From an optimization exercise on the open Yosys and OpenROAD flow, aimed at small area; shortcuts taken in it are not production practice. Where RTL was checked, it was by simulation tests only, not by an equivalence proof against the original.

==> run K <==
==> flow/design.v <==
module baud_rate_generator(
    input  clk,
    input  reset,
    output tick,
    output bc1
);
    reg [3:0] counter;
    assign bc1  = (counter == 4'd1);
    assign tick = counter[3] & counter[2] & counter[0];    
    always @(posedge clk)
        if (reset | tick) counter <= 4'd0;
        else              counter <= counter + 4'd1;
endmodule
module uart_copro_top(
    input  clk,
    input  reset,
    input  rx,
    output tx,
    input  [1:0] mode
);
    localparam [1:0] IDLE = 2'd0, START = 2'd1, DATA = 2'd2, STOP = 2'd3;
    wire tick, bc1;
    baud_rate_generator BAUD (.clk(clk), .reset(reset), .tick(tick), .bc1(bc1));
    reg [5:0] ph;
    always @(posedge clk) ph <= ph + 6'd1;
    wire ph63 = &ph;
    reg [1:0] rs;
    reg [3:0] rt;
    reg [6:0] w;         
    reg       rxb;       
    wire rt15 = &rt;
    wire rsample    = (rs == DATA) & tick & rt15;
    wire data_ready = (rs == STOP) & tick & rt15;
    wire [5:0] welem = w[6:1] ^ 6'h3C;    
    wire rwr = ((rs == STOP) | ((rs == DATA) & ~&w[2:0])) & (ph == welem);
    always @(posedge clk) begin
        case (rs)
            IDLE:  if (~rx) begin rs <= START; rt <= 4'd8; end
            START: if (tick) begin
                       if (rt15) begin rs <= DATA; rt <= 4'd0; end
                       else rt <= rt + 4'd1;
                   end
            DATA:  if (tick) begin
                       if (rt15) begin
                           rt <= 4'd0;
                           if (w[2:0] == 3'd6) rs <= STOP;
                       end else rt <= rt + 4'd1;
                   end
            STOP:  if (tick) begin
                       if (rt15) rs <= IDLE;
                       else rt <= rt + 4'd1;
                   end
        endcase
        if (rsample) rxb <= rx;
        if (reset) begin
            rs <= IDLE;
            w  <= 7'h7F;
        end else if (rsample) begin
            w  <= w + 7'd1;
        end
    end
    reg [1:0] sq;
    wire trig  = (sq == 2'd1) & bc1;
    wire cpend = (sq == 2'd3);
    wire act   = (sq == 2'd2);
    wire compl = data_ready & (&w);
    always @(posedge clk) begin
        sq[0] <= ~reset & ((~sq[1] & (sq[0] | compl)) | (sq[1] & sq[0] & ~ph63));
        sq[1] <= ~reset & ((sq[0] & (sq[1] | bc1)) | (sq[1] & ~sq[0] & ~ph63));
    end
    reg [63:0] A0, A1, B0, B1, C0, C1;
    reg [3:0]  X0, X1;
    reg cy, fv1, fv2;
    reg [1:0] mL;
    wire a0 = A0[0], a1 = A1[0];
    wire b0 = B0[0] & fv1, b1 = B1[0] & fv1;
    wire c0 = C0[0] & fv2, c1 = C1[0] & fv2;
    wire s0 = a0 ^ b0 ^ cy;
    wire k0 = (a0 & b0) | (cy & (a0 ^ b0));
    wire s1 = a1 ^ b1 ^ k0;
    wire k1 = (a1 & b1) | (k0 & (a1 ^ b1));
    wire r0 = mL[0] ? a0 : mL[1] ? c0 : s0;
    wire r1 = mL[0] ? a1 : mL[1] ? c1 : s1;
    wire slot0 = (ph[5:2] == 4'd0);
    wire wra = act & ~slot0;     
    wire wrx = act & slot0;      
    always @(posedge clk) begin
        A0 <= {(rwr & ~w[0]) ? rxb : A0[0], A0[63:61], wra ? r0 : A0[60], A0[59:1]};
        A1 <= {(rwr &  w[0]) ? rxb : A1[0], A1[63:61], wra ? r1 : A1[60], A1[59:1]};
        X0 <= {wrx ? r0 : X0[0], X0[3:1]};
        X1 <= {wrx ? r1 : X1[0], X1[3:1]};
        B0 <= {act ? A0[0] : B0[0], B0[63:1]};
        B1 <= {act ? A1[0] : B1[0], B1[63:1]};
        C0 <= {act ? B0[0] : C0[0], C0[63:1]};
        C1 <= {act ? B1[0] : C1[0], C1[63:1]};
        cy <= act & k1;
        if (trig) mL <= mode;
        if (reset) begin
            fv1 <= 1'b0;
            fv2 <= 1'b0;
        end else if (act & ph63) begin
            fv1 <= 1'b1;
            fv2 <= fv1;
        end
    end
    reg [4:0] pd;
    reg [1:0] ts;
    reg [3:0] tt;
    reg [2:0] nb;
    reg [3:0] D0, D1;    
    wire tt15 = &tt;
    wire tx_done  = (ts == STOP) & tick & tt15;
    wire tx_start = (ts == IDLE) & ~(pd[4] & ~pd[0]) & ~trig;
    wire fetch = (ts == START) & (pd[4] | (ph[5:2] == pd[3:0]));
    always @(posedge clk) begin
        if (reset) begin pd[4] <= 1'b1; pd[0] <= 1'b0; end
        else if (trig) pd <= 5'd14;
        else if (tx_done) pd <= pd - 5'd1;
        D0 <= {fetch ? (pd[4] ? X0[0] : A0[0]) : D0[0], D0[3:1]};
        D1 <= {fetch ? (pd[4] ? X1[0] : A1[0]) : D1[0], D1[3:1]};
        case (ts)
            IDLE:  if (tx_start) begin ts <= START; tt <= 4'd0; end
            START: if (tick) begin
                       if (tt15) begin ts <= DATA; tt <= 4'd0; nb <= 3'd0; end
                       else tt <= tt + 4'd1;
                   end
            DATA:  if (tick) begin
                       if (tt15) begin
                           tt <= 4'd0;
                           if (&nb) ts <= STOP; else nb <= nb + 3'd1;
                       end else tt <= tt + 4'd1;
                   end
            STOP:  if (tick) begin
                       if (tt15) ts <= IDLE;
                       else tt <= tt + 4'd1;
                   end
        endcase
        if (reset) ts <= IDLE;
    end
    wire [1:0] dst = nb[2:1] - ph[1:0];
    wire [3:0] dsel = nb[0] ? D1 : D0;
    assign tx = (ts == DATA) ? dsel[dst] : (ts != START);
endmodule
==> flow/flow/run.sh <==
#!/bin/bash
# Standard layout, except that synthesis maps the logic with an area-oriented
# ABC script (flow/area.abc) instead of ORFS's speed script.  Everything else
# in synthesis is the standard flow's own script (synth_recipe.tcl), so the registers are
# the standard synthesis's.
set -euo pipefail
HERE=$(pwd)
{
  cat <<TCL
proc abc {args} {
  set i [lsearch -exact \$args -script]
  if {\$i >= 0} { lset args [expr {\$i + 1}] $HERE/flow/area.abc }
  yosys abc {*}\$args
}
TCL
  cat synth_recipe.tcl
} > area_synth.tcl
bash standard.sh SYNTH_SCRIPT=$HERE/area_synth.tcl finish > standard.log 2>&1
==> flow/flow/area.abc <==
strash
ifraig
scorr
dc2
strash
dch -f
amap -m
==> flow/standard.sh <==
#!/bin/bash
# synth_recipe.tcl (not shown) runs the flow's synth.tcl, then flattens the netlist and writes it again
# the make line also repeats each setting of config.mk as NAME=value (left out here)
make -C /OpenROAD-flow-scripts/flow DESIGN_CONFIG=/design/flow/config.mk WORK_HOME=/design/flow/orfs CLKGATE_MAP_FILE= SYNTH_SCRIPT=/design/flow/synth_recipe.tcl "${@:-finish}"
==> flow/config.mk <==
export PLATFORM = sky130hd
export DESIGN_NAME = uart_copro_top
export DESIGN_NICKNAME = uart_copro_top
export VERILOG_FILES = /design/flow/design.v
export SDC_FILE = /design/flow/constraint.sdc
export NUM_CORES = 4
export LEC_CHECK = 0
export CAP_MARGIN = 20
export CORE_MARGIN = 2
export CORE_UTILIZATION = 65
export CTS_BUF_LIST = sky130_fd_sc_hd__clkbuf_8
export CTS_CLUSTER_DIAMETER = 60
export CTS_CLUSTER_SIZE = 20
export SLEW_MARGIN = 20
==> flow/constraint.sdc <==
create_clock -name core_clock -period 10.0 [get_ports {clk}]
set_input_delay 2.0000 -clock core_clock [delete_from_list [all_inputs] [get_ports {clk}]]
set_output_delay 2.0000 -clock core_clock [all_outputs]
set_load 0.01 [all_outputs]
==> inputs of run A, as changes to run K <==
==> flow/design.v, changed modules only <==
module uart_copro_top(
    input  clk,
    input  reset,
    input  rx,
    output tx,
    input  [1:0] mode
);
    localparam [1:0] IDLE = 2'd0, START = 2'd1, DATA = 2'd2, STOP = 2'd3;
    wire tick, bc1;
    baud_rate_generator BAUD (.clk(clk), .reset(reset), .tick(tick), .bc1(bc1));
    reg [5:0] ph;
    always @(posedge clk) ph <= ph + 6'd1;
    wire ph63 = &ph;
    reg [7:0] q;
    reg [3:0] cc;        
    reg       rxb;       
    wire qidle      = ~q[7] & ~q[6];
    wire rsample    = tick & (&q[3:0]) & (q[7] ? ~&q[6:4] : q[4]);
    wire data_ready = tick & (&q);
    wire [5:0] welem = {~cc, q[6:5]};    
    wire rwr = q[7] & (ph == welem);
    always @(posedge clk) begin
        if (reset) q <= 8'd0;
        else if (qidle) begin if (~rx) q <= 8'd104; end
        else if (tick) q <= q + 8'd1;
        if (rsample) rxb <= rx;
        if (reset) cc <= 4'd0;
        else if (data_ready) cc <= cc + 4'd1;
    end
    reg [1:0] sq;
    wire trig  = (sq == 2'd1) & bc1;
    wire cpend = (sq == 2'd3);
    wire act   = (sq == 2'd2);
    wire compl = data_ready & (&cc);
    always @(posedge clk) begin
        sq[0] <= ~reset & ((~sq[1] & (sq[0] | compl)) | (sq[1] & sq[0] & ~ph63));
        sq[1] <= ~reset & ((sq[0] & (sq[1] | bc1)) | (sq[1] & ~sq[0] & ~ph63));
    end
    reg [63:0] A0, A1, B0, B1, C0, C1;
    reg [3:0]  X0, X1;
    reg cy, fv1;
    reg [1:0] mL;
    wire a0 = A0[0], a1 = A1[0];
    wire b0 = B0[0] & fv1, b1 = B1[0] & fv1;
    wire c0 = C0[0] & fv1, c1 = C1[0] & fv1;
    wire s0 = a0 ^ b0 ^ cy;
    wire k0 = (a0 & b0) | (cy & (a0 ^ b0));
    wire s1 = a1 ^ b1 ^ k0;
    wire k1 = (a1 & b1) | (k0 & (a1 ^ b1));
    wire r0 = mL[0] ? a0 : mL[1] ? c0 : s0;
    wire r1 = mL[0] ? a1 : mL[1] ? c1 : s1;
    wire slot0 = (ph[5:2] == 4'd0);
    wire wra = act & ~slot0;     
    wire wrx = act & slot0;      
    always @(posedge clk) begin
        A0 <= {(rwr & ~q[4]) ? rxb : A0[0], A0[63:61], wra ? r0 : A0[60], A0[59:1]};
        A1 <= {(rwr &  q[4]) ? rxb : A1[0], A1[63:61], wra ? r1 : A1[60], A1[59:1]};
        X0 <= {wrx ? r0 : X0[0], X0[3:1]};
        X1 <= {wrx ? r1 : X1[0], X1[3:1]};
        B0 <= {act ? A0[0] : B0[0], B0[63:1]};
        B1 <= {act ? A1[0] : B1[0], B1[63:1]};
        C0 <= {act ? b0 : C0[0], C0[63:1]};
        C1 <= {act ? b1 : C1[0], C1[63:1]};
        cy <= act & k1;
        if (trig) mL <= mode;
        if (reset) fv1 <= 1'b0;
        else if (act & ph63) fv1 <= 1'b1;
    end
    reg [4:0] pd;
    reg [7:0] u;
    reg [3:0] D0, D1;    
    wire tidle    = ~u[7] & ~u[6] & u[4];
    wire tstart   = ~u[7] & u[6];
    wire tdata    = u[7];
    wire tx_done  = tick & ~u[7] & ~u[6] & ~u[4] & (&u[3:0]);
    wire tx_start = tidle & ~(pd[4] & ~pd[0]) & ~trig;
    wire fetch = tstart & (pd[4] | (ph[5:2] == pd[3:0]));
    always @(posedge clk) begin
        if (reset) begin pd[4] <= 1'b1; pd[0] <= 1'b0; end
        else if (trig) pd <= 5'd14;
        else if (tx_done) pd <= pd - 5'd1;
        D0 <= {fetch ? (pd[4] ? X0[0] : A0[0]) : D0[0], D0[3:1]};
        D1 <= {fetch ? (pd[4] ? X1[0] : A1[0]) : D1[0], D1[3:1]};
        if (reset) u <= 8'h10;
        else if (tidle) begin if (tx_start) u <= 8'h70; end
        else if (tick) u <= u + 8'd1;
    end
    wire [1:0] dst = u[6:5] - ph[1:0];
    wire [3:0] dsel = u[4] ? D1 : D0;
    assign tx = tdata ? dsel[dst] : ~tstart;
endmodule
==> flow/flow/run.sh (replaced) <==
#!/bin/bash
# Standard layout, except that synthesis maps the logic with an area-oriented
# ABC script (flow/area.abc) instead of ORFS's speed script.  Everything else
# in synthesis is the standard flow's own script (synth_recipe.tcl), so the registers are
# the standard synthesis's.  The ports are buffered as in the standard flow,
# with the smallest buffer cell.
set -euo pipefail
HERE=$(pwd)
{
  cat <<TCL
proc abc {args} {
  set i [lsearch -exact \$args -script]
  if {\$i >= 0} { lset args [expr {\$i + 1}] $HERE/flow/area.abc }
  yosys abc {*}\$args
}
TCL
  cat synth_recipe.tcl
} > area_synth.tcl
bash standard.sh SYNTH_SCRIPT=$HERE/area_synth.tcl "BUFFER_PORTS_ARGS=-buffer_cell sky130_fd_sc_hd__buf_1" finish > standard.log 2>&1
CTS_CLUSTER_DIAMETER = 90   (was 60)
CTS_CLUSTER_SIZE = 19   (was 20)
==> reports/qor.yml <==
dp_slack_ns: 6.19
relSlewSlack_pct: 61.6
ff_latch_area_um2: 9080
p_clk_share_pct: 26.2
buf_share_pct: 0.510
synth_cells: 703
status: "finished clean"
fin_util_pct: 71.0
fin_worst_skew_ns: 0.0154
That was run K.
==> reports/qor.yml <==
p_clk_share_pct: 28.8
buf_share_pct: 0.172
ff_latch_area_um2: 8910
dp_slack_ns: 6.37
relSlewSlack_pct: 33.6
fin_area_um2: 10900
status: "finished clean"
fin_worst_skew_ns: 0.0210
synth_cells: 691
That was run A.
The RTL of run K was laid out without a check of its function.

afterwards: timing with drivers on the ports:
The results above use ideal ports. As a check the final layouts listed here were re-extracted and re-timed, cells and wires unchanged.
Step 1 assumes that a clkbuf_16 drives the clock port and a buf_2 every other input.
Step 2 adds t to the input delays and takes it off the output delays; t is the mean of the earliest and latest rising clock arrival at the registers after step 1. Input paths then give back, and output paths get back, about the clock's delay inside the block.
Slacks: no drivers / after step 1 / after step 2; pairs: no drivers / after step 1.
run	t (ns)	slack for setup (ns)	worst setup path at the end	worst data-port slew with drivers (ns)
run K	0.605	5.584 / 5.546 / 6.151	register to output	0.03
run A	0.599	5.706 / 5.670 / 6.269	register to output	0.03
After both steps every run listed still meets setup and hold.
